Background: an optimization exercise with open tools, aiming at small area and a short achievable clock period. Do not read the settings as production practice. In this exercise RTL edits were held to simulation tests only and were not proved equivalent to the original. Power is estimated from default activity; no workload was simulated.

==> flow/design.v, too long to show whole: its modules and the start of the top module <==
// module pipeline_sum: 512 lines
module pipeline_sum (
    input clk,
    input [15:0] a, b,
    output [31:0] r
);
  // ...
==> flow/flow/run.sh <==
#!/bin/bash
set -euo pipefail
MARGIN=25.5
PLAT="$FLOW_HOME/platforms/sky130hd/config.mk"
BASE=$(sed -n '/^export DONT_USE_CELLS += /,/^#/p' "$PLAT" | grep -o 'sky130_fd_sc_hd__[a-z0-9_]*' | tr '\n' ' ')
EXTRA=""
for c in maj3_1 maj3_2 maj3_4 fa_1 fa_2 fa_4 fah_1 fahcin_1 fahcon_1 ha_1 ha_2 ha_4; do
  EXTRA="$EXTRA sky130_fd_sc_hd__$c"
done
bash standard.sh SETUP_SLACK_MARGIN=$MARGIN SETUP_MOVE_SEQUENCE=sizeup,swap SKIP_GATE_CLONING=1 \
  "BUFFER_PORTS_ARGS=-buffer_cell sky130_fd_sc_hd__buf_1" \
  "DONT_USE_CELLS=$BASE$EXTRA" finish > make_finish.log 2>&1
==> flow/standard.sh <==
#!/bin/bash
# synth_recipe.tcl (not shown) runs the flow's synth.tcl, then flattens the netlist and writes it again
# the make line also repeats each setting of config.mk as NAME=value (left out here)
make -C /OpenROAD-flow-scripts/flow DESIGN_CONFIG=/design/flow/config.mk WORK_HOME=/design/flow/orfs CLKGATE_MAP_FILE= SYNTH_SCRIPT=/design/flow/synth_recipe.tcl "${@:-finish}"
==> flow/config.mk <==
export PLATFORM = sky130hd
export DESIGN_NAME = pipeline_sum
export DESIGN_NICKNAME = pipeline_sum
export VERILOG_FILES = /design/flow/design.v
export SDC_FILE = /design/flow/constraint.sdc
export NUM_CORES = 4
export LEC_CHECK = 0
export ABC_AREA = 1
export CAP_MARGIN = 20
export CORE_MARGIN = 2
export CORE_UTILIZATION = 55
export SLEW_MARGIN = 20
==> flow/constraint.sdc <==
create_clock -name core_clock -period 36.0 [get_ports {clk}]
set_input_delay 7.2000 -clock core_clock [delete_from_list [all_inputs] [get_ports {clk}]]
set_output_delay 7.2000 -clock core_clock [all_outputs]
set_load 0.01 [all_outputs]
==> run summary, run 1 <==
Global route
The first-pass GRT wire length is between 40000 and 50000 um. The largest net degree at the start of global routing is 27. For met2 alone, demand over resource in global routing was ~45%.

Layout
The number of standard cells in the final layout excluding fillers is 2104. The multi-input logic cell count is 1400. The area fraction of clock buffers and clock inverters is under 10%. The share of the final layout cell area in multi-input gates is between 60% and 70%. The total number of sequential cells is around 110.

The proportion of layout cells with a drive suffix above 1 is between 10% and 20%. Of all the cell area in the finished design, non-clock buffers hold 1.98%. The top cell types in the final layout, fill and taps aside, are sky130_fd_sc_hd__nand2_1 (503), sky130_fd_sc_hd__inv_1 (212), sky130_fd_sc_hd__nor2_1 (194), sky130_fd_sc_hd__nand3_1 (151), sky130_fd_sc_hd__xor2_1 (111). The most common library cell in the layout ignoring fill and taps is sky130_fd_sc_hd__nand2_1.

Floorplan
The top-level port count is between 60 and 70. The die width is between 100 and 150 um. The area inside the core boundary is between 0.02 and 0.025 sq mm.

Pwr
The biggest slice of the total power is consumed by combinational logic. Combinational logic is responsible for between 30% and 40% of the overall power. Overall power consumption after layout is estimated at about 410 uW. Dividing total power by cell area gives a power density of 34.9 mW/mm^2.

The sequential-cell power consumption is ~150 uW.

Detailed routing
Using the TritonRoute via totals, the vias-per-cell ratio works out to around 5.1. The number of remaining DRC errors is 0. The detailed-routing iteration count for the pre-antenna-repair pass is 5.

STA
The top achievable clock speed is about 0.10 GHz. The final-report max-slew violation count is 0.

CTS
Clock-pin slew was measured on the worst setup and hold paths at approximately 0.080 ns.

Synthesis
The flip-flop and latch count after synthesis is around 110. The post-synthesis instance total is around 1.8k. The share of the synthesized area in compound gates (AO/OA/AOI/OAI) is between 10% and 20%. The count of flip-flops with a built-in enable after synthesis is 0. The fraction of registers with async set/reset is 0%.

Critical path
The end point of the critical path is ra_c1[14]$_DFF_P_. Walking the worst path, the cells encountered are buf_1 -> nor4_1 -> nand4_1 -> nor2_1 -> nand2_1 -> o21ai_0 -> a21boi_0 -> nand2_1 -> nand2_1 -> a21oi_1 -> inv_1 -> a21o_1 -> o21ba_2 -> nand3b_1 -> xor2_1. The end of the worst register-to-register path is ra_c2[12]$_DFF_P_. The worst setup path is of the primary input to flip-flop kind.

Placed design
The cell count after placement is approximately 2.1k. Summed over all nets, the half-perimeter wirelength after detailed placement is roughly 23000 um. In this run the cell area measured after placement is approximately 0.011 sq mm.

Status
The flow ran to the end and the layout has no timing, DRC or antenna violations.
==> run 2, diff against run 1 <==
--- a/flow/flow/run.sh
+++ b/flow/flow/run.sh
@@ -1,6 +1,6 @@
 #!/bin/bash
 set -euo pipefail
-MARGIN=25.5
+MARGIN=26
 PLAT="$FLOW_HOME/platforms/sky130hd/config.mk"
 BASE=$(sed -n '/^export DONT_USE_CELLS += /,/^#/p' "$PLAT" | grep -o 'sky130_fd_sc_hd__[a-z0-9_]*' | tr '\n' ' ')
 EXTRA=""
==> run 2 against run 1 <==
- still clean on timing, DRC and antenna
- clock power hardly changed
- clock skew is 0.0013 ns lower
- flip-flop and latch count stayed put
- power is 0.55% higher
- area after synthesis stayed put
- final area is 1.7% higher
- worst setup slack better by 0.0013 ns
- non-clock buffer count stayed put
- synthesized cell count stayed put
- hold slack worse by 0.00085 ns
- routed wire length is 0.76% higher
- utilization is 0.99 points higher
- critical endpoint unchanged
- largest power group unchanged
==> run summary, run 2 <==
Global route
Global routing used between 20% and 30% of the available tracks across all layers. The largest net degree at the start of global routing is 27 (unchanged). Summed over all layers, the global routing overflow is 0.

The first-pass GRT wire length is 46500 um (unchanged). The number of antenna violations at the first check in global routing was 0. The via count of the first global-routing pass was between 9k and 10k.

STA
The transition time of the tightest slew-check pin is ~0.78 ns. The worst path uses a little over a quarter of the clock period. The number of hold violations in the final report was 0. Final hold analysis gives a worst-case slack of around 0.33 ns.

The minimum clock period is 9.62 ns. The top achievable clock speed was 0.104 GHz (about the same). The final-report max-slew violation count is 0 (unchanged). Adding up every negative setup slack in the final design gives 0 ns. The headroom to the max-slew limit is between 40 and 50%. The worst-case clock skew is between 0.01 and 0.015 ns. The setup violation total in the final timing report is 0.

Setup repair after global routing could not meet its margin everywhere.

Job
The number of max-capacitance violations reported is 0.

Critical path
The critical path's most frequent cell is sky130_fd_sc_hd__nand2_1. The arrival time reported for the critical path endpoint is a little under 10 ns. The category of the most critical setup path is primary input to flip-flop. The largest individual stage delay along the critical path comes from the cell sky130_fd_sc_hd__nor4_1. For the worst flop-to-flop path, the logic depth is 87.

In this run the register-to-register setup slack is approximately 27 ns. The startpoint of the most critical setup path is b[10]. The worst register-to-register path ends at ra_c2[11]$_DFF_P_. The critical path goes through buf_1 -> nor4_1 -> nand4_1 -> nor2_1 -> nand2_1 -> o21ai_0 -> a21boi_0 -> nand2_1 -> nand2_1 -> a21oi_1 -> inv_1 -> a21o_1 -> o21ba_2 -> nand3b_1 -> xor2_1.

The number of buffer and inverter instances along the worst setup path is 2. In this design, the stage delay of the slowest critical-path cell is roughly 0.64 ns. The startpoint identified for the worst register-to-register timing path is bb_c1[8]$_DFF_P_. The end point of the critical path is ra_c1[14]$_DFF_P_.

The top fanout value on the critical path is 3. In this run the number of cells on the critical path is 15. The element type at the critical path start is a primary input. The category of the worst setup path capture point is a flip-flop.

For the worst setup path, the data required time is 36.25 ns. In this design, the largest share of critical-path delay is due to simple AND/OR/NAND/NOR gates.

Synthesis
Counting distinct cell types in the post-synthesis netlist gives 65. The largest total area in the synthesized netlist belongs to sky130_fd_sc_hd__dfxtp_1. The fraction of registers with async set/reset was 0% (unchanged).

The flip-flop and latch count after synthesis is 111 (unchanged). The count of flip-flops with a built-in enable after synthesis is 0 (unchanged). The share of synthesized area in the top cell type comes to about 20%. The sequential element share of the synthesized area is slightly below 20%. The synthesized netlist occupies a cell area of approximately 0.011 sq mm. The mean instance size in the synthesized netlist is 6.16 sq um. Yosys instantiated no cell more often than sky130_fd_sc_hd__nand2_1. The primary flip-flop cell chosen by synthesis mapping is sky130_fd_sc_hd__dfxtp_1. After synthesis, the cell types taking the most area are sky130_fd_sc_hd__dfxtp_1 (20%), sky130_fd_sc_hd__nand2_1 (17%), sky130_fd_sc_hd__xor2_1 (8.7%), sky130_fd_sc_hd__inv_1 (7.2%), sky130_fd_sc_hd__nand3_1 (6.8%).

The commonest cells after synthesis are sky130_fd_sc_hd__nand2_1 (503), sky130_fd_sc_hd__inv_1 (213), sky130_fd_sc_hd__nor2_1 (194), sky130_fd_sc_hd__nand3_1 (151). For this run, the number of Yosys warnings is 1. The post-synthesis instance total is 1814 (unchanged).

Placed design
Input and output buffers added on the ports amount to 50. The HPWL reported at the end of detailed placement came to 23000 um (unchanged). The final weighted congestion of routability-driven global placement is around 0.92.

The area after detailed placement is 0.0114 sq mm (unchanged).

Floorplan
The die span in y is roughly 150 um. The area inside the core boundary is 0.0201 sq mm (unchanged). The area of the die is around 0.021 sq mm.

The starting density of the core is between 50% and 60%. The top-level port count is 65 (unchanged). After floorplanning, the core was divided into 52 placement rows. The die width is 146 um (unchanged).

Layout
After routing the design area is roughly 0.012 sq mm. The utilization of the core after routing is between 50% and 60%. The antenna diode count is 0.

From synthesis to final layout, the design area changed by 6.92%. For this run, the post-layout net count is approximately 1.9k. The proportion of layout cells with a drive suffix above 1 came to 12.4% (+2.1 points). The most common library cell in the layout ignoring fill and taps is sky130_fd_sc_hd__nand2_1. The top cell types in the final layout, fill and taps aside, are sky130_fd_sc_hd__nand2_1 (497), sky130_fd_sc_hd__inv_1 (212), sky130_fd_sc_hd__nor2_1 (187), sky130_fd_sc_hd__nand3_1 (148), sky130_fd_sc_hd__xor2_1 (104).

CTS
The clock tree synthesis step divided the H-tree into 3 levels. The later pin in the worst-skew pair is clocked with a latency of 0.36 ns. The total of hold buffers inserted after clock tree synthesis is 0. The number of setup buffers added after CTS is 0. The clock net in this run drives a total of ~110 sinks.

TritonCTS built the clock tree. The root cell of the clock tree is sky130_fd_sc_hd__clkbuf_16. The TritonCTS buffer count is 9. The clock input transition at the sequential cells of the worst setup and hold paths is 0.08 ns (about the same). The clock passes through at most 2 buffers.

After clock tree synthesis, the repair step resized 0 gates.

Detailed routing
Detailed routing inserted a total of around 11k vias. The remaining antenna violation count after routing is 0. After detailed routing, the total wire length is about 28000 um. The number of remaining DRC errors is 0 (unchanged). The detailed-routing iteration count for the pre-antenna-repair pass is 5 (unchanged). Dividing the detail-routed wire length by the instance count gives approximately 13 um.

The via count normalized by instance count is 5.15 (+0.40%). The violation count after the first detailed-route iteration is 632.

Pwr
In this run the static leakage power is just under 0.006 uW. The part of the power in registers is 35.8%. The switching share of total power is approximately two fifths. The power density normalized to cell area was 34.5 mW/mm^2 (-1.1%).

The clock network burns around 27% of the power. The internal power component is approximately 250 uW. Summed over all nets, the switching power comes to around 160 uW. The post-route total power was 412 uW (+0.55%). The combinational share of power is 36.9% (+0.4 points). The maximum ir drop on the vdd rail is roughly 0.025 mV.

Status
The flow ran to the end and the layout has no timing, DRC or antenna violations.

Min path
The path class of the lowest-slack min-delay path is flip-flop to flip-flop.
==> run 2: changes by cell type in the layout (fill, tap and decap cells not counted), moves of 5 or more <==
| cell | change |
|---|---|
| sky130_fd_sc_hd__dfxtp_1 | -8 |
| sky130_fd_sc_hd__nor2_1 | -7 |
| sky130_fd_sc_hd__xor2_1 | -7 |
| sky130_fd_sc_hd__xor2_2 | +7 |
| sky130_fd_sc_hd__nand2_1 | -6 |
| sky130_fd_sc_hd__nand2_2 | +6 |
| sky130_fd_sc_hd__dfxtp_4 | +5 |
| sky130_fd_sc_hd__nor2_2 | +5 |
==> run 2: worst min path at each step <==
stage                startpoint                end  slack [ns]  cells after the start
4_1_cts        ah_c1[2]$_DFF_P_  ah_c2[10]$_DFF_P_        0.33                      0
6_report       ah_c1[0]$_DFF_P_   ah_c2[8]$_DFF_P_        0.33                      0
3_3_place_gp   ah_c1[2]$_DFF_P_  ah_c2[10]$_DFF_P_        0.31                      0
3_5_place_dp   ah_c1[2]$_DFF_P_  ah_c2[10]$_DFF_P_        0.31                      0
5_1_grt        ah_c1[1]$_DFF_P_   ah_c2[9]$_DFF_P_        0.34                      0
2_1_floorplan  ah_c1[2]$_DFF_P_  ah_c2[10]$_DFF_P_        0.31                      0
==> run 2: power by group through the flow <==
stage	Combinational [uW]	Sequential, uW	Clock (uW)
floorplan	129	144	0
global placement	147	150	0
detailed placement	148	150	0
CTS	149	147	114
global route	173	149	119
finish	152	147	113
==> run 2: stage by stage <==
step / cells / worst slack, ns
after floorplan: 1827 / 26.93
after global placement: 2088 / 26.01
after detailed placement: 2088 / 26.00
after CTS: 2104 / 26.27
after global routing: 2104 / 25.89
final: 2104 / 26.38
==> run 2: area by class of cell <==
class	count	area [sq um]
clock buffer	10	229
clock inverter	6	108
fill	2044	8160
inverter	251	992
multi-input combinational	1400	7780
sequential	111	2260
tap	270	338
timing repair buffer	56	236
==> run 2: routing by layer <==
layer | track usage (%) | up-vias | part of all wire (%)
met5 | 0 | - | 0
met4 | 8.30 | 0 | 2.4
met3 | 3.19 | 39 | 4.4
met2 | 44.7 | 272 | 46
met1 | 35.4 | 4789 | 47
li1 | - | 5739 | -
==> run 2: kinds of logic after synthesis <==
kind of cell | after synthesis | synth area share (%)
flops | 111 | 19.9
simple gates | 1016 | 41.9
xor+xnor | 170 | 14.7
other cells | 1 | 0.0336
compound gates | 198 | 11.0
mux | 2 | 0.179
buf+inv | 316 | 12.3
==> run 3, diff against run 2 <==
--- a/flow/flow/run.sh
+++ b/flow/flow/run.sh
@@ -1,6 +1,6 @@
 #!/bin/bash
 set -euo pipefail
-MARGIN=26
+MARGIN=25
 PLAT="$FLOW_HOME/platforms/sky130hd/config.mk"
 BASE=$(sed -n '/^export DONT_USE_CELLS += /,/^#/p' "$PLAT" | grep -o 'sky130_fd_sc_hd__[a-z0-9_]*' | tr '\n' ' ')
 EXTRA=""
==> run 3 against run 2 <==
- synthesized cell count unchanged
- final area down 1.8%
- global-route usage unchanged
- clock power about the same
- sequential share of layout area up 0.088 points
- first-iteration DRC count up 0.63%
- flip-flop and latch count unchanged
- sequential power about the same
- power down 0.74%
- critical path type is now flip-flop to flip-flop
- largest power group unchanged
==> run summary, run 3 <==
Global route
The largest net degree at the start of global routing was 27 (unchanged). The via count of the first global-routing pass is 9682 (unchanged). The total congestion overflow is 0 (unchanged).

The first-pass GRT wire length is 46500 um (unchanged). The total routing usage reported by global routing is 26.5% (unchanged). The number of antenna violations at the first check in global routing is 0 (unchanged).

Layout
The library cells used most frequently in the layout, excluding fill and tap cells, are sky130_fd_sc_hd__nand2_1 (503), sky130_fd_sc_hd__inv_1 (213), sky130_fd_sc_hd__nor2_1 (194), sky130_fd_sc_hd__nand3_1 (151), sky130_fd_sc_hd__xor2_1 (111). The final net count is 1862 (unchanged). The most common library cell in the layout ignoring fill and taps is sky130_fd_sc_hd__nand2_1.

The final design area excluding fillers is 0.0117 sq mm (-1.8%). The number of fill cells in the layout is 2065 (+1.0%). The antenna diode count is 0 (unchanged).

The proportion of layout cells with a drive suffix above 1 is 10.1% (-2.3 points). Compared with the post-synthesis result, the final layout area differs by 4.95%.

Critical path
Counting stages on the worst path, the most repeated cell is sky130_fd_sc_hd__nand2_2. STA classifies the critical path startpoint as a flip-flop. The arrival time reported for the critical path endpoint is 9.84 ns (-0.02 ns). The maximum cell stage delay along the critical path is 0.66 ns (+0.02 ns). The critical path is of the flip-flop to flip-flop type.

For this design, the slowest cell found on the critical path is sky130_fd_sc_hd__dfxtp_1. STA classifies the critical path endpoint as a flip-flop. The data required time of the worst path is 36.24 ns (about the same). The top fanout value on the critical path is 21 (+18).

Synthesis
The primary flip-flop cell chosen by synthesis mapping is sky130_fd_sc_hd__dfxtp_1. The post-synthesis instance total is 1814 (unchanged). The number of distinct library cells after synthesis came to 65 (unchanged).

The sequential element share of the synthesized area is 19.9% (unchanged). The synthesized area is 0.0112 sq mm (unchanged). In the synthesized netlist, the cells that appear most often are sky130_fd_sc_hd__nand2_1 (503), sky130_fd_sc_hd__inv_1 (213), sky130_fd_sc_hd__nor2_1 (194), sky130_fd_sc_hd__nand3_1 (151).

After synthesis, the cell types taking the most area are sky130_fd_sc_hd__dfxtp_1 (20%), sky130_fd_sc_hd__nand2_1 (17%), sky130_fd_sc_hd__xor2_1 (8.7%), sky130_fd_sc_hd__inv_1 (7.2%), sky130_fd_sc_hd__nand3_1 (6.8%). In the post-synthesis netlist, the cell with the most instances is sky130_fd_sc_hd__nand2_1. The flip-flop and latch count after synthesis is 111 (unchanged). The count of flip-flops with a built-in enable after synthesis is 0 (unchanged). The area share of the largest cell type after synthesis is 19.9% (unchanged). The biggest area consumer among synthesized cells is sky130_fd_sc_hd__dfxtp_1. The mean instance size in the synthesized netlist is 6.16 sq um (unchanged).

The fraction of registers with async set/reset is 0% (unchanged). The Yosys warning count came to 1 (unchanged).

Detailed routing
The via count of the routed design is 10.8k (-0.47%). The detailed-routing iteration count for the pre-antenna-repair pass was 5 (unchanged). The wire length on met3 was 1180 um (-5.6%). The highest layer used for signal routing is met4.

The routed length on met1 is 13400 um (+1.1%). The via count normalized by instance count was 5.13 (-0.47%). The average wire per standard cell is 13.3 um (-0.79%). The number of remaining DRC errors is 0 (unchanged). The violation count after the first detailed-route iteration is 636 (+0.63%). The remaining antenna violation count after routing is 0 (unchanged). The total wire length after detailed routing came to 28100 um (-0.79%). The total length of routed met2 wires is 12800 um (-1.8%).

Floorplan
The die width is 146 um (unchanged). The area of the die is 0.0215 sq mm (unchanged). The standard-cell row count came to 52 (unchanged).

The die span in y came to 146 um (unchanged). The area inside the core boundary is 0.0201 sq mm (unchanged). The top-level port count is 65 (unchanged).

The starting density of the core is 55.5% (unchanged).

Pwr
The power density normalized to cell area is 34.9 mW/mm^2 (+1.1%). The reported leakage power is 0.00591 uW (-0.44%). The maximum ir drop on the vdd rail came to 0.0244 mV (-0.50%).

Placed design
The HPWL reported at the end of detailed placement came to 23000 um (unchanged). The final weighted congestion of routability-driven global placement was 0.919 (unchanged). The count of buffers inserted at the top-level ports is 50 (unchanged). The area after detailed placement came to 0.0114 sq mm (unchanged).

CTS
The total of hold buffers inserted after clock tree synthesis was 0 (unchanged). The later-pin clock latency in the skew report came to 0.36 ns (about the same). The TritonCTS buffer count is 9 (unchanged).

The number of setup buffers added after CTS was 0 (unchanged). The maximum root-to-sink buffer count was 2 (unchanged). The clock input transition at the sequential cells of the worst setup and hold paths is 0.08 ns (about the same). In this run the clock root is driven by a sky130_fd_sc_hd__clkbuf_16. The CTS tree is built. The H-tree depth came to 3 (unchanged). The number of clock sinks seen by CTS is 111 (unchanged).

STA
The headroom to the max-slew limit is 44.9% (-3.2 points). The worst-case clock skew is 0.0128 ns (+0.00116 ns). Setup repair after global routing left no endpoint under its margin. The minimum clock period is 9.60 ns (-0.0205 ns). The total negative slack is 0 ns (unchanged). The top achievable clock speed is 0.104 GHz (+0.21%).

The final-report max-slew violation count is 0 (unchanged). The number of hold violations in the final report is 0 (unchanged). The share of the cycle needed by the critical path after routing is 26.7% (-0.057 points).

The transition time of the tightest slew-check pin is 0.825 ns (+0.0501 ns). The setup violation total in the final timing report is 0 (unchanged).

Job
The number of max-capacitance violations reported is 0 (unchanged).

Min path
The path class of the lowest-slack min-delay path is flip-flop to flip-flop.

Status
The flow ran to the end and the layout has no timing, DRC or antenna violations.
run 3: cell counts after synthesis:
Identical to the previous run, type by type.
run 3: worst paths after layout:
path                            slack (ns)              from  cells after the start           endpoint
worst max-delay path                 26.40  bb_c1[2]$_DFF_P_                     84  ra_c2[12]$_DFF_P_
worst min-delay path                  0.33  ah_c1[1]$_DFF_P_                      0   ah_c2[9]$_DFF_P_
worst max register to register       26.40  bb_c1[2]$_DFF_P_                     84  ra_c2[12]$_DFF_P_
worst min register to register        0.33  ah_c1[1]$_DFF_P_                      0   ah_c2[9]$_DFF_P_
run 3: routing by layer:
metal | up-vias | GRT usage [%]
li1 | 5735 | -
met1 | 4773 | 35.4
met2 | 250 | 44.7
met3 | 30 | 3.19
met4 | 0 | 8.30
met5 | - | 0
run 3: cells by family (layout without fill, tap and decap cells):
group	count (synthesis)	after routing	synth area share, %
muxes	2	2	0.179
DFF	111	111	19.9
AOI/OAI and AO/OA	198	198	11.0
other	1	14	0.0336
buffers and inverters	316	323	12.3
xor gates and xnor gates	170	170	14.7
and+or+nand+nor	1016	1016	41.9
run 3: where the power goes:
| part | total (uW) | leakage [uW] | internal [uW] | switching, uW |
|---|---|---|---|---|
| logic | 149 | 0.00481 | 54.0 | 95.2 |
| clock network | 112 | 0.000164 | 62.9 | 49.2 |
| registers | 147 | 0.000931 | 135 | 12.0 |
run 3: what timing repair did:
item	4_1_cts	5_1_grt
setup endpoints to repair	0	7
endpoints found under the hold margin	0	0
gates resized for setup	0	3
run 3: cell type report:
type	instances	area [sq um]	area share [%]
inverter	251	967	8.25
clock inverter	6	108	0.918
clock buffer	10	229	1.95
sequential	111	2220	19.0
timing repair buffer	56	233	1.99
tap	270	338	2.88
multi-input combinational	1400	7620	65.0
run 3: critical path: cells and delay by family, from the launching register on:
kind | cells | cell delay [ns]
flip-flops | 1 | 0.66
buffers and inverters | 7 | 0.80
AND/OR/NAND/NOR | 70 | 6.19
XOR/XNOR | 6 | 1.62
AO/OA/AOI/OAI | 1 | 0.17
run 3: stage by stage:
stage               total power [uW]  instances  hold WS (ns)  util (%)  setup WS [ns]
detailed placement               298       2088         0.312      56.6          26.00
global route                     439       2104         0.337      58.3          25.15
global placement                 297       2088         0.311      56.6          26.01
floorplan                        273       1827         0.310         -          26.93
CTS                              410       2104         0.331      58.3          26.27
finish                           409       2104         0.327      58.3          26.40
==> run 4, diff against run 3 <==
--- a/flow/flow/run.sh
+++ b/flow/flow/run.sh
@@ -1,6 +1,6 @@
 #!/bin/bash
 set -euo pipefail
-MARGIN=25
+MARGIN=25.5
 PLAT="$FLOW_HOME/platforms/sky130hd/config.mk"
 BASE=$(sed -n '/^export DONT_USE_CELLS += /,/^#/p' "$PLAT" | grep -o 'sky130_fd_sc_hd__[a-z0-9_]*' | tr '\n' ' ')
 EXTRA=""
--- a/flow/config.mk
+++ b/flow/config.mk
@@ -8,5 +8,5 @@
 export ABC_AREA = 1
 export CAP_MARGIN = 20
 export CORE_MARGIN = 2
-export CORE_UTILIZATION = 55
+export CORE_UTILIZATION = 65
 export SLEW_MARGIN = 20
==> run 4 against run 3 <==
- still clean on timing, DRC and antenna
- worst setup slack got worse by 0.046 ns
- power decreased by 0.25%
- register-to-register slack about the same
- routed wire length decreased by 1.7%
- sequential power about the same
- non-clock buffer count decreased by 2
- global-route usage increased by 4.1 points
- final cell count decreased by 2.5%
- via count increased by 1.6%
==> run summary, run 4 <==
STA
The total negative slack is 0 ns (unchanged). Setup repair after global routing left no endpoint under its margin. The setup violation total in the final timing report is 0 (unchanged). The final-report max-slew violation count came to 0 (unchanged). The top achievable clock speed is 0.104 GHz (-0.48%).

The number of hold violations in the final report is 0 (unchanged). The transition time of the tightest slew-check pin is 0.795 ns (-0.0309 ns). The share of the cycle needed by the critical path after routing is 26.8% (+0.13 points).

The headroom to the max-slew limit is 47.0% (+2.1 points). The minimum clock period was 9.64 ns (+0.0459 ns). The worst-case clock skew is 0.0115 ns (-0.00135 ns).

Layout
Leaving out fill and tap cells, the most frequent cell in the layout is sky130_fd_sc_hd__nand2_1. The top cell types in the final layout, fill and taps aside, are sky130_fd_sc_hd__nand2_1 (503), sky130_fd_sc_hd__inv_1 (212), sky130_fd_sc_hd__nor2_1 (194), sky130_fd_sc_hd__nand3_1 (151), sky130_fd_sc_hd__xor2_1 (111). The proportion of layout cells with a drive suffix above 1 was 10.5% (+0.39 points). The final net count is 1860 (-0.11%). The antenna diode count is 0 (unchanged).

From synthesis to final layout, the design area changed by 4.53%. The utilization of the core after routing is 69.9% (+12 points).

Global route
The met2 capacity usage during global routing is 51.0% (+6.3 points). The number of antenna violations at the first check in global routing was 0 (unchanged). The first-pass GRT wire length is 45200 um (-2.7%). The largest net degree at the start of global routing is 27 (unchanged). The met3 usage was 3.30% (+0.12 points). The total congestion overflow is 0 (unchanged).

The total routing usage reported by global routing was 30.5% (+4.1 points). The layer with the highest usage after global routing is met2. The met1 global-route usage is 40.1% (+4.8 points). The via count of the first global-routing pass came to 9768 (+0.89%).

Synthesis
The largest total area in the synthesized netlist belongs to sky130_fd_sc_hd__dfxtp_1. The post-synthesis instance total is 1814 (unchanged). The fraction of registers with async set/reset is 0% (unchanged). The area share of the largest cell type after synthesis came to 19.9% (unchanged). sky130_fd_sc_hd__nand2_1 is the most common cell in the netlist. The number of distinct library cells after synthesis is 65 (unchanged). Ranked by total cell area, the synthesized netlist is headed by sky130_fd_sc_hd__dfxtp_1 (20%), sky130_fd_sc_hd__nand2_1 (17%), sky130_fd_sc_hd__xor2_1 (8.7%), sky130_fd_sc_hd__inv_1 (7.2%), sky130_fd_sc_hd__nand3_1 (6.8%).

The Yosys warning count is 1 (unchanged). The primary flip-flop cell chosen by synthesis mapping is sky130_fd_sc_hd__dfxtp_1. The flip-flop and latch count after synthesis was 111 (unchanged). Sorting the synthesized cells by how often they occur yields sky130_fd_sc_hd__nand2_1 (503), sky130_fd_sc_hd__inv_1 (213), sky130_fd_sc_hd__nor2_1 (194), sky130_fd_sc_hd__nand3_1 (151). The mean instance size in the synthesized netlist is 6.16 sq um (unchanged). The sequential element share of the synthesized area is 19.9% (unchanged). The count of flip-flops with a built-in enable after synthesis is 0 (unchanged). The synthesized area is 0.0112 sq mm (unchanged).

Detailed routing
The via count normalized by instance count is 5.34 (+4.1%). The total wire length after detailed routing is 27600 um (-1.7%). The detailed-routing iteration count for the pre-antenna-repair pass came to 5 (unchanged). The remaining antenna violation count after routing is 0 (unchanged).

The number of remaining DRC errors is 0 (unchanged). The average wire per standard cell is 13.4 um (+0.84%). The violation count after the first detailed-route iteration came to 660 (+3.8%).

The via count of the routed design is 11.0k (+1.6%).

Floorplan
The standard-cell row count is 47 (-9.6%). The area of the die is 0.0182 sq mm (-15%). The top-level port count is 65 (unchanged). The starting density of the core is 66.9% (+11 points). The area inside the core boundary is 0.0167 sq mm (-17%). The die width is 135 um (-7.8%). The die span in y is 135 um (-7.8%).

CTS
The total of hold buffers inserted after clock tree synthesis came to 0 (unchanged). The number of setup buffers added after CTS came to 0 (unchanged). The number of clock sinks seen by CTS is 111 (unchanged). The TritonCTS buffer count came to 9 (unchanged). The clock input transition at the sequential cells of the worst setup and hold paths is 0.09 ns (about the same). The H-tree depth came to 3 (unchanged). The CTS tree is built.

The later-pin clock latency in the skew report is 0.36 ns (about the same). The maximum root-to-sink buffer count was 2 (unchanged). The tree is rooted in a sky130_fd_sc_hd__clkbuf_16.

Critical path
STA classifies the critical path startpoint as a primary input. The category of the worst setup path capture point is a flip-flop. The data required time of the worst path was 36.25 ns (about the same). The arrival time reported for the critical path endpoint came to 9.90 ns (+0.06 ns). The top fanout value on the critical path is 3 (-86%). The category of the most critical setup path is primary input to flip-flop.

Status
The flow ran to the end and the layout has no timing, DRC or antenna violations.

Placed design
The final weighted congestion of routability-driven global placement is 0.999 (+8.6%). The count of buffers inserted at the top-level ports is 50 (unchanged). The HPWL reported at the end of detailed placement is 22100 um (-4.0%).

Job
The number of max-capacitance violations reported is 0 (unchanged).

Pwr
The power density normalized to cell area is 34.9 mW/mm^2 (+0.16%). The maximum ir drop on the vdd rail is 0.0223 mV (-8.7%). The reported leakage power is 0.00589 uW (-0.21%).

Min path
The min-delay analysis places its worst path in the category flip-flop to flip-flop.
## run 4: worst max-delay path, cell delays in order
cell and delay (ns):
sky130_fd_sc_hd__buf_1 0.10, sky130_fd_sc_hd__nor4_1 0.62, sky130_fd_sc_hd__nand4_1 0.32, sky130_fd_sc_hd__nor2_1 0.22, sky130_fd_sc_hd__nand2_1 0.08, sky130_fd_sc_hd__o21ai_0 0.20
sky130_fd_sc_hd__a21boi_0 0.15, sky130_fd_sc_hd__nand2_1 0.08, sky130_fd_sc_hd__nand2_1 0.07, sky130_fd_sc_hd__a21oi_1 0.13, sky130_fd_sc_hd__inv_1 0.07, sky130_fd_sc_hd__a21o_1 0.16
sky130_fd_sc_hd__o21ba_2 0.26, sky130_fd_sc_hd__nand3b_1 0.09, sky130_fd_sc_hd__xor2_1 0.14
## run 4: repair_timing
action,4_1_cts,5_1_grt
resized for setup,0,13
hold endpoints to repair,0,0
setup endpoints to repair,0,20
## run 4: final cells by class
| cell class | count | area (sq um) |
|---|---|---|
| clock buffers | 10 | 239 |
| clock inverters | 6 | 98.8 |
| fillers | 1553 | 5030 |
| inverters | 251 | 971 |
| multi-input cells | 1400 | 7640 |
| flip-flops and latches | 111 | 2230 |
| well taps | 220 | 275 |
| repair buffers | 54 | 218 |
## run 4: layer usage
metal	vias up	wire length, um
met3	54	1660
met2	342	12600
met4	0	1020
li1	5714	-
met5	-	0
met1	4847	12300
## run 4: through the flow
stage	worst slack, ns	total power [uW]	instances	hold slack, ns	area, sq um
final	26.36	408	2052	0.321	11700
after global routing	25.50	435	2052	0.331	11700
after CTS	26.17	407	2052	0.328	11600
after detailed placement	26.10	298	2036	0.312	11300
after global placement	26.18	295	2036	0.310	11300
after floorplan	26.93	273	1827	0.310	11200
## run 4: final timing paths
path	from	endpoint	slack, ns	depth (start not counted)
max	b[9]	ra_c1[14]$_DFF_P_	26.36	15
min	ra_c1[2]$_DFF_P_	ra_c2[2]$_DFF_P_	0.32	0
min reg2reg	ra_c1[2]$_DFF_P_	ra_c2[2]$_DFF_P_	0.32	0
max reg2reg	bb_c1[3]$_DFF_P_	ra_c2[14]$_DFF_P_	26.41	85
## run 4: cell families (layout without fill, tap and decap cells)
family | after synthesis | count (layout) | synth area share (%)
flip-flops | 111 | 111 | 19.9
AO/OA/AOI/OAI | 198 | 198 | 11.0
buffers and inverters | 316 | 321 | 12.3
other | 1 | 14 | 0.0336
multiplexers | 2 | 2 | 0.179
XOR/XNOR | 170 | 170 | 14.7
AND/OR/NAND/NOR | 1016 | 1016 | 41.9
## run 4: power by group
part	internal [uW]	switching [uW]
Clock	58.7	51.9
Combinational	54.0	95.0
Sequential	135	12.6
==> run 5, diff against run 4 <==
--- a/flow/config.mk
+++ b/flow/config.mk
@@ -8,5 +8,5 @@
 export ABC_AREA = 1
 export CAP_MARGIN = 20
 export CORE_MARGIN = 2
-export CORE_UTILIZATION = 65
+export CORE_UTILIZATION = 45
 export SLEW_MARGIN = 20
==> run 5 against run 4 <==
- still clean
- final cell count is 5.2% higher
- sequential power hardly changed
- clock-buffer cell count is 1 lower
- non-clock buffer count is 2 higher
- clock power hardly changed
- hold slack better by 0.0099 ns
- area after synthesis stayed put
- routed wire length is 4.6% higher
- largest cell class unchanged
- highest routed layer unchanged
==> run summary, run 5 <==
Status
The run finished with no timing, DRC or antenna violations.

STA
The transition time of the tightest slew-check pin is 0.839 ns (+0.0449 ns). The share of the cycle needed by the critical path after routing is 26.4% (-0.43 points). The total negative slack came to 0 ns (unchanged). The top achievable clock speed is 0.105 GHz (+1.6%). The headroom to the max-slew limit is 43.8% (-3.1 points).

The final-report max-slew violation count is 0 (unchanged). The number of hold violations in the final report is 0 (unchanged). The setup violation total in the final timing report is 0 (unchanged). Setup repair after global routing left no endpoint under its margin. The worst-case clock skew is 0.00643 ns (-0.00503 ns).

The minimum clock period came to 9.49 ns (-0.157 ns).

Synthesis
The commonest cells after synthesis are sky130_fd_sc_hd__nand2_1 (503), sky130_fd_sc_hd__inv_1 (213), sky130_fd_sc_hd__nor2_1 (194), sky130_fd_sc_hd__nand3_1 (151). The sequential element share of the synthesized area is 19.9% (unchanged). The post-synthesis instance total is 1814 (unchanged). The share of synthesized cell area in and, or, nand and nor gates is 41.9% (unchanged).

The adder-cell share of the synthesized area is 0% (unchanged). The fraction of registers with async set/reset is 0% (unchanged). Yosys instantiated no cell more often than sky130_fd_sc_hd__nand2_1. Sorting the synthesized cells by area gives the leading types as sky130_fd_sc_hd__dfxtp_1 (20%), sky130_fd_sc_hd__nand2_1 (17%), sky130_fd_sc_hd__xor2_1 (8.7%), sky130_fd_sc_hd__inv_1 (7.2%), sky130_fd_sc_hd__nand3_1 (6.8%).

The number of distinct library cells after synthesis is 65 (unchanged). The share of the synthesized area in compound gates (AO/OA/AOI/OAI) is 11.0% (unchanged). The count of flip-flops with a built-in enable after synthesis is 0 (unchanged).

The area share of the largest cell type after synthesis came to 19.9% (unchanged). The xor/xnor cell area share of the yosys netlist was 14.7% (unchanged). The mean instance size in the synthesized netlist is 6.16 sq um (unchanged).

The primary flip-flop cell chosen by synthesis mapping is sky130_fd_sc_hd__dfxtp_1. The synthesized area is 0.0112 sq mm (unchanged). The mux contribution to synthesized area is 0.179% (unchanged).

The Yosys warning count came to 1 (unchanged). The main combinational cell family by area after synthesis is simple AND/OR/NAND/NOR gates. The flip-flop and latch count after synthesis was 111 (unchanged). The biggest area consumer among synthesized cells is sky130_fd_sc_hd__dfxtp_1.

Critical path
The kind of cell with the highest combined delay on the critical path is simple AND/OR/NAND/NOR gates. The internal reg-to-reg setup slack is 26.62 ns (+0.21 ns). The critical path in this run is classified as primary input to flip-flop. The signal on the critical path passes through buf_1 -> nor4_1 -> nand4_1 -> nor2_1 -> nand2_1 -> o21ai_0 -> a21boi_0 -> nand2_1 -> nand2_1 -> a21oi_1 -> inv_1 -> a21o_1 -> o21ba_2 -> nand3b_1 -> xor2_1. The critical path's most frequent cell is sky130_fd_sc_hd__nand2_1. The largest individual stage delay along the critical path comes from the cell sky130_fd_sc_hd__nor4_1. The data required time of the worst path came to 36.27 ns (+0.02 ns). The arrival time reported for the critical path endpoint is 9.75 ns (-0.15 ns).

The source of the worst register-to-register timing path is bb_c1[6]$_DFF_P_. STA classifies the critical path startpoint as a primary input. The number of buffer and inverter instances along the worst setup path is 2 (unchanged).

The startpoint of the most critical setup path is b[10]. The maximum cell stage delay along the critical path is 0.52 ns (-0.10 ns). The category of the worst setup path capture point is a flip-flop.

The top fanout value on the critical path is 3 (unchanged).

Detailed routing
The total wire length after detailed routing is 28900 um (+4.6%). The violation count after the first detailed-route iteration is 731 (+11%). The via count of the routed design is 10.8k (-1.7%). The remaining antenna violation count after routing came to 0 (unchanged). The detailed-routing iteration count for the pre-antenna-repair pass is 7 (+2). The number of remaining DRC errors is 0 (unchanged).

The via count normalized by instance count is 4.99 (-6.5%). The average wire per standard cell is 13.4 um (-0.53%).

Global route
The largest net degree at the start of global routing is 27 (unchanged). The total routing usage reported by global routing is 22.4% (-8.1 points). The number of antenna violations at the first check in global routing was 0 (unchanged). The via count of the first global-routing pass is 9644 (-1.3%). The total congestion overflow is 0 (unchanged).

The first-pass GRT wire length is 47400 um (+4.7%).

Layout
The final net count was 1862 (+0.11%). The proportion of layout cells with a drive suffix above 1 is 10.5% (-0.011 points). Leaving out fill and tap cells, the most frequent cells in the layout are sky130_fd_sc_hd__nand2_1 (503), sky130_fd_sc_hd__inv_1 (212), sky130_fd_sc_hd__nor2_1 (194), sky130_fd_sc_hd__nand3_1 (151), sky130_fd_sc_hd__xor2_1 (109). The number of standard cells in the final layout excluding fillers is 2158 (+5.2%). Relative to the synthesized area, the layout overhead comes to 5.59%. The antenna diode count is 0 (unchanged). The most common library cell in the layout ignoring fill and taps is sky130_fd_sc_hd__nand2_1.

Placed design
The count of buffers inserted at the top-level ports is 50 (unchanged). The HPWL reported at the end of detailed placement is 23500 um (+6.5%). The final weighted congestion of routability-driven global placement is 0.939 (-5.9%).

The cell count after placement is 2142 (+5.2%).

Min path
The worst hold path belongs to the class flip-flop to flip-flop. The worst hold path startpoint is ah_c1[1]$_DFF_P_.

Pwr
The power density normalized to cell area is 34.3 mW/mm^2 (-1.7%). The maximum ir drop on the vdd rail is 0.0217 mV (-2.8%). The reported leakage power was 0.00589 uW (about the same).

CTS
The later-pin clock latency in the skew report is 0.37 ns (about the same). The H-tree depth is 3 (unchanged). The number of clock sinks seen by CTS is 111 (unchanged). The TritonCTS buffer count is 9 (unchanged). The number of setup buffers added after CTS is 0 (unchanged). The clock input transition at the sequential cells of the worst setup and hold paths is 0.08 ns (about the same).

The total of hold buffers inserted after clock tree synthesis is 0 (unchanged). The root cell of the clock tree is sky130_fd_sc_hd__clkbuf_16. TritonCTS built the clock tree.

The maximum root-to-sink buffer count is 2 (unchanged). The quantity of gates resized following cts is 0 (unchanged).

Job
The number of max-capacitance violations reported is 0 (unchanged).

Floorplan
The standard-cell row count came to 57 (+21%). The die width came to 162 um (+20%). The area of the die came to 0.0261 sq mm (+43%). The starting density of the core came to 45.9% (-21 points). The die span in y was 162 um (+20%).

The area inside the core boundary is 0.0243 sq mm (+46%). The top-level port count is 65 (unchanged).
-- run 5: changes by cell type in the layout (fill, tap and decap cells not counted), sizes merged --
cell,before,now
clkbuf,10,9
clkinvlp,2,3
buf,54,56
-- run 5: worst paths after layout --
kind                       end  cells after the start
min reg2reg   ah_c2[9]$_DFF_P_                      0
min           ah_c2[9]$_DFF_P_                      0
max          ra_c1[14]$_DFF_P_                     15
max reg2reg  ra_c2[13]$_DFF_P_                     88
-- run 5: layout make-up --
type / count / area [sq um]
clock buffer: 9 / 225
clock inverter: 7 / 90.1
fill: 2565 / 12500
inverter: 251 / 971
multi-input combinational: 1400 / 7640
sequential: 111 / 2230
tap: 324 / 405
timing repair buffer: 56 / 233
-- run 5: cell families (layout without fill, tap and decap cells) --
| logic type | Yosys count | after routing |
|---|---|---|
| and+or+nand+nor | 1016 | 1016 |
| buffers and inverters | 316 | 323 |
| AOI/OAI and AO/OA | 198 | 198 |
| xor gates and xnor gates | 170 | 170 |
| DFF | 111 | 111 |
| muxes | 2 | 2 |
| other | 1 | 14 |
-- run 5: where the power goes --
part | switching [uW] | leakage (uW) | internal (uW)
sequential | 12.2 | 0.000931 | 135
combinational | 95.4 | 0.00481 | 54.1
clock | 52.3 | 0.000152 | 55.7
total | 160 | 0.00589 | 245
-- run 5: routing by layer --
layer  global-route usage, %  part of all wire (%)  wire length (um)
met1                    30.2                    48             13700
met2                    37.4                    46             13100
met3                    2.70                   4.4              1270
met4                    7.02                   2.5               733
met5                       0                     0                 0
-- run 5: worst reg2reg max path: cells and delay by family, from the launching register on --
family	cells	cell delay, ns
buffers and inverters	7	0.71
and+or+nand+nor	74	6.43
xor gates and xnor gates	6	1.60
DFF	1	0.30
AOI/OAI and AO/OA	1	0.18
-- run 5: metrics by stage --
stage | instance area (sq um) | worst slack [ns] | total power (uW) | util [%] | hold WS (ns)
floorplan | 11200 | 26.93 | 273 | - | 0.310
global placement | 11400 | 26.09 | 299 | 47.1 | 0.312
detailed placement | 11400 | 26.04 | 300 | 47.1 | 0.313
CTS | 11800 | 26.24 | 407 | 48.4 | 0.331
global route | 11800 | 25.51 | 435 | 48.5 | 0.343
finish | 11800 | 26.51 | 405 | 48.5 | 0.331
==> run 6, diff against run 5 <==
==> flow/flow/run.sh (replaced) <==
#!/bin/bash
set -euo pipefail
MARGIN=25.5
bash standard.sh SETUP_SLACK_MARGIN=$MARGIN SETUP_MOVE_SEQUENCE=sizeup,swap SKIP_GATE_CLONING=1 \
  "BUFFER_PORTS_ARGS=-buffer_cell sky130_fd_sc_hd__buf_1" finish > make_finish.log 2>&1
--- a/flow/config.mk
+++ b/flow/config.mk
@@ -8,5 +8,5 @@
 export ABC_AREA = 1
 export CAP_MARGIN = 20
 export CORE_MARGIN = 2
-export CORE_UTILIZATION = 45
+export CORE_UTILIZATION = 55
 export SLEW_MARGIN = 20
==> run 6 against run 5 <==
- still clean
- sequential power about the same
- worst setup slack got worse by 0.33 ns
- die area decreased by 17%
- power increased by 7.4%
- sequential share of layout area decreased by 0.58 points
- clock-buffer cell count unchanged
- maximum frequency decreased by 3.4%
- critical path type is now flip-flop to flip-flop
==> run summary, run 6 <==
Critical path
The maximum cell stage delay along the critical path is 0.54 ns (+0.02 ns). The element type at the critical path start is a flip-flop. The data required time of the worst path is 36.30 ns (+0.03 ns).

The top fanout value on the critical path is 24 (+21). The category of the most critical setup path is flip-flop to flip-flop. Counting stages on the worst path, the most repeated cell is sky130_fd_sc_hd__nand2_2. The source of the worst register-to-register timing path is bb_c2[2]$_DFF_P_. The slowest stage of the critical path belongs to the cell sky130_fd_sc_hd__dfxtp_4. The arrival time reported for the critical path endpoint is 10.12 ns (+0.37 ns). The category of the worst setup path capture point is a flip-flop. The startpoint of the most critical setup path is bb_c2[2]$_DFF_P_.

Detailed routing
The wire length on met3 is 1030 um (-19%). The total length of routed met2 wires is 13100 um (-0.57%). The via count of the routed design is 10.2k (-5.4%). The routed length on met1 is 12800 um (-7.0%). The remaining antenna violation count after routing is 0 (unchanged). The detailed-routing iteration count for the pre-antenna-repair pass is 5 (-2). The number of remaining DRC errors is 0 (unchanged). The total wire length after detailed routing came to 27900 um (-3.4%). The average wire per standard cell is 14.3 um (+6.6%). The highest layer used for signal routing is met5. The via count normalized by instance count is 5.20 (+4.3%). The violation count after the first detailed-route iteration is 462 (-37%).

Synthesis
By count the netlist is led by sky130_fd_sc_hd__nand2_1 (388), sky130_fd_sc_hd__inv_1 (230), sky130_fd_sc_hd__nand3_1 (124), sky130_fd_sc_hd__nor2_1 (117), sky130_fd_sc_hd__dfxtp_1 (111). The flip-flop and latch count after synthesis came to 111 (unchanged). The primary flip-flop cell chosen by synthesis mapping is sky130_fd_sc_hd__dfxtp_1. The post-synthesis instance total is 1658 (-8.6%). The fraction of registers with async set/reset is 0% (unchanged).

The Yosys warning count came to 1 (unchanged). The area share of the largest cell type after synthesis is 19.7% (-0.22 points). The sequential element share of the synthesized area is 19.7% (-0.22 points). The most numerous cell in the Yosys netlist is sky130_fd_sc_hd__nand2_1.

The count of flip-flops with a built-in enable after synthesis is 0 (unchanged). By area the synthesized netlist is led by sky130_fd_sc_hd__dfxtp_1 (20%), sky130_fd_sc_hd__nand2_1 (13%), sky130_fd_sc_hd__xor2_1 (8.4%), sky130_fd_sc_hd__ha_1 (8.2%), sky130_fd_sc_hd__inv_1 (7.6%). The synthesized area was 0.0113 sq mm (+1.1%). The biggest area contributor in the post-synthesis netlist is sky130_fd_sc_hd__dfxtp_1.

The number of distinct library cells after synthesis is 64 (-1.5%). The mean instance size in the synthesized netlist is 6.81 sq um (+11%).

Status
The flow ran to the end and the layout has no timing, DRC or antenna violations.

Floorplan
The top-level port count is 65 (unchanged). The standard-cell row count came to 52 (-8.8%). The area inside the core boundary is 0.0202 sq mm (-17%).

The die span in y came to 147 um (-8.8%). The die width is 147 um (-8.8%). The starting density of the core came to 56.0% (+10 points).

The area of the die was 0.0217 sq mm (-17%).

Job
The number of max-capacitance violations reported is 0 (unchanged).

STA
Setup repair after global routing could not meet its margin everywhere. The final setup slack of the worst path is 26.18 ns (-0.332 ns). The final-report max-slew violation count came to 0 (unchanged).

The headroom to the max-slew limit came to 52.4% (+8.5 points). The transition time of the tightest slew-check pin is 0.715 ns (-0.125 ns). The number of hold violations in the final report was 0 (unchanged). The setup violation total in the final timing report is 0 (unchanged).

The minimum clock period is 9.82 ns (+0.332 ns). The tightest hold margin came to 0.323 ns (-0.00776 ns). The total negative slack is 0 ns (unchanged). The share of the cycle needed by the critical path after routing came to 27.3% (+0.92 points). The top achievable clock speed is 0.102 GHz (-3.4%). The worst-case clock skew was 0.0209 ns (+0.0145 ns).

Global route
The total routing usage reported by global routing is 26.0% (+3.5 points). The total congestion overflow is 0 (unchanged). The via count of the first global-routing pass is 9435 (-2.2%).

The first-pass GRT wire length came to 45200 um (-4.5%). The number of antenna violations at the first check in global routing was 1 (+1). The largest net degree at the start of global routing was 30 (+11%).

Layout
The signed area change from the synthesized netlist to the final layout is 7.76%. The final net count is 1819 (-2.3%). The library cells used most frequently in the layout, excluding fill and tap cells, are sky130_fd_sc_hd__nand2_1 (369), sky130_fd_sc_hd__inv_1 (226), sky130_fd_sc_hd__nor2_1 (114), sky130_fd_sc_hd__nand3_1 (114), sky130_fd_sc_hd__dfxtp_1 (106). The most common library cell in the layout ignoring fill and taps is sky130_fd_sc_hd__nand2_1.

The proportion of layout cells with a drive suffix above 1 is 12.0% (+1.5 points). The final design area excluding fillers is 0.0122 sq mm (+3.2%). The utilization of the core after routing is 60.3% (+12 points). The antenna diode count is 0 (unchanged).

CTS
The root cell of the clock tree is sky130_fd_sc_hd__clkbuf_16. The H-tree depth is 3 (unchanged). The TritonCTS buffer count was 9 (unchanged).

The later-pin clock latency in the skew report is 0.37 ns (about the same). The clock input transition at the sequential cells of the worst setup and hold paths is 0.10 ns (+0.02 ns). The maximum root-to-sink buffer count is 2 (unchanged). The number of clock sinks seen by CTS was 111 (unchanged). TritonCTS built the clock tree.

The total of hold buffers inserted after clock tree synthesis is 0 (unchanged).

Pwr
The part of the power in registers is 34.4% (-2.0 points). The net switching component of the power is 178 uW (+12%). The switching share of total power is 41.0% (+1.6 points). The internal power component is 256 uW (+4.6%). The maximum ir drop on the vdd rail came to 0.0227 mV (+4.8%).

The power density normalized to cell area is 35.7 mW/mm^2 (+4.1%). The clock group share of total power is 25.4% (-1.3 points). The reported leakage power is 0.00593 uW (+0.64%). The combinational share of power is 40.1% (+3.2 points).

Placed design
The HPWL reported at the end of detailed placement is 22500 um (-4.2%). The final weighted congestion of routability-driven global placement was 0.898 (-4.4%). The area after detailed placement is 0.0116 sq mm (+1.0%). The count of buffers inserted at the top-level ports was 50 (unchanged). The post-placement worst setup slack is 24.85 ns (-1.19 ns).

Min path
The path class of the lowest-slack min-delay path is flip-flop to flip-flop. The worst hold path startpoint is ra_c1[1]$_DFF_P_.
## run 6: changes by cell type in the layout (fill, tap and decap cells not counted), moves of 9 or more
cell	change
sky130_fd_sc_hd__nand3_1	-37
sky130_fd_sc_hd__inv_1	+14
sky130_fd_sc_hd__nor2_1	-80
sky130_fd_sc_hd__nand3_2	+14
sky130_fd_sc_hd__xnor2_1	-28
sky130_fd_sc_hd__nand2_1	-134
sky130_fd_sc_hd__ha_1	+73
sky130_fd_sc_hd__clkinv_1	+9
sky130_fd_sc_hd__o21ai_0	+21
sky130_fd_sc_hd__xor2_1	-9
sky130_fd_sc_hd__fa_1	+29
sky130_fd_sc_hd__a21oi_1	+12
## run 6: area by class of cell
type | count | area, sq um
Clock buffer | 9 | 225
Tap cell | 270 | 338
Fill cell | 1978 | 8000
Clock inverter | 7 | 113
Sequential cell | 111 | 2230
Timing Repair Buffer | 55 | 225
Multi-Input combinational cell | 1237 | 8000
Inverter | 268 | 1040
## run 6: critical path: cells and delay by family, from the launching register on
family                     cells  cell delay [ns]
xor gates and xnor gates       4             0.58
AOI/OAI and AO/OA             11             1.90
and+or+nand+nor               33             3.46
DFF                            1             0.54
adders and majority gates      7             2.12
buffers and inverters          6             1.12
## run 6: path summary, 6_finish.rpt
check,end,slack (ns),cells after the start
min,ra_c2[1]$_DFF_P_,0.32,0
max reg2reg,lo_c3[7]$_DFF_P_,26.18,61
max,lo_c3[7]$_DFF_P_,26.18,61
min reg2reg,ra_c2[1]$_DFF_P_,0.32,0
## run 6: cells by family (layout without fill, tap and decap cells)
group	Yosys count	after routing	synth area share, %
xor+xnor	140	140	12.1
buf+inv	323	339	12.1
simple gates	762	762	31.1
other cells	1	14	0.0332
fa+ha+maj	109	109	14.0
compound gates	210	210	10.8
mux	2	2	0.177
flops	111	111	19.7
## run 6: what timing repair did
item,CTS,global route
endpoints found under the setup margin,8,21
pin swaps,0,27
buffers inserted,0,0
resized for setup,7,74
## run 6: layer usage
metal / GRT usage, % / vias up
li1: - / 5295
met1: 33.2 / 4654
met2: 44.8 / 180
met3: 3.39 / 55
met4: 9.81 / 2
met5: 0 / -
## run 6: stage by stage
stage | std cells | total power [uW]
final | 1957 | 435
after global routing | 1957 | 468
after CTS | 1957 | 434
after detailed placement | 1941 | 322
after global placement | 1941 | 321
after floorplan | 1671 | 290
## run 6: power by group through the flow
| stage | sequential (uW) | clock, uW | combinational, uW |
|---|---|---|---|
| 2_1_floorplan | 148 | 0 | 142 |
| 3_3_place_gp | 152 | 0 | 169 |
| 3_5_place_dp | 152 | 0 | 170 |
| 4_1_cts | 150 | 114 | 171 |
| 5_1_grt | 152 | 118 | 199 |
| 6_report | 150 | 111 | 175 |

re-timing with driven ports:
The flow's constraints put no driver on any port. The routed layouts listed below were extracted and timed again, unchanged, in two steps. Step 1 assumes that a clkbuf_16 drives the clock port and a buf_2 every other input. Step 2 adds t to the input delays and takes it off the output delays; t is the mean of the earliest and latest rising clock arrival at the registers after step 1. Input paths then give back, and output paths get back, about the clock's delay inside the block. Slacks: ideal / step 1 / step 2; pairs: ideal / step 1.
| run | t, ns | setup slack, ns | slew at the worst register clock pin (ns) | cell pins on the clock port's net |
|---|---|---|---|---|
| run 1 | 0.396 | 26.381 / 26.402 / 26.007 | 0.08 / 0.08 | 1 |
| run 2 | 0.395 | 26.383 / 26.403 / 26.008 | 0.08 / 0.08 | 1 |
| run 3 | 0.397 | 26.403 / 26.403 / 26.076 | 0.08 / 0.08 | 1 |
| run 4 | 0.393 | 26.357 / 26.363 / 25.971 | 0.09 / 0.09 | 1 |
| run 5 | 0.411 | 26.514 / 26.535 / 26.123 | 0.08 / 0.08 | 1 |
| run 6 | 0.412 | 26.182 / 26.182 / 26.182 | 0.10 / 0.10 | 1 |
After both steps every run listed still meets setup and hold. For run 5, which loses most, drivers alone change the setup slack by +0.021 ns; drivers and shift together by -0.391 ns.
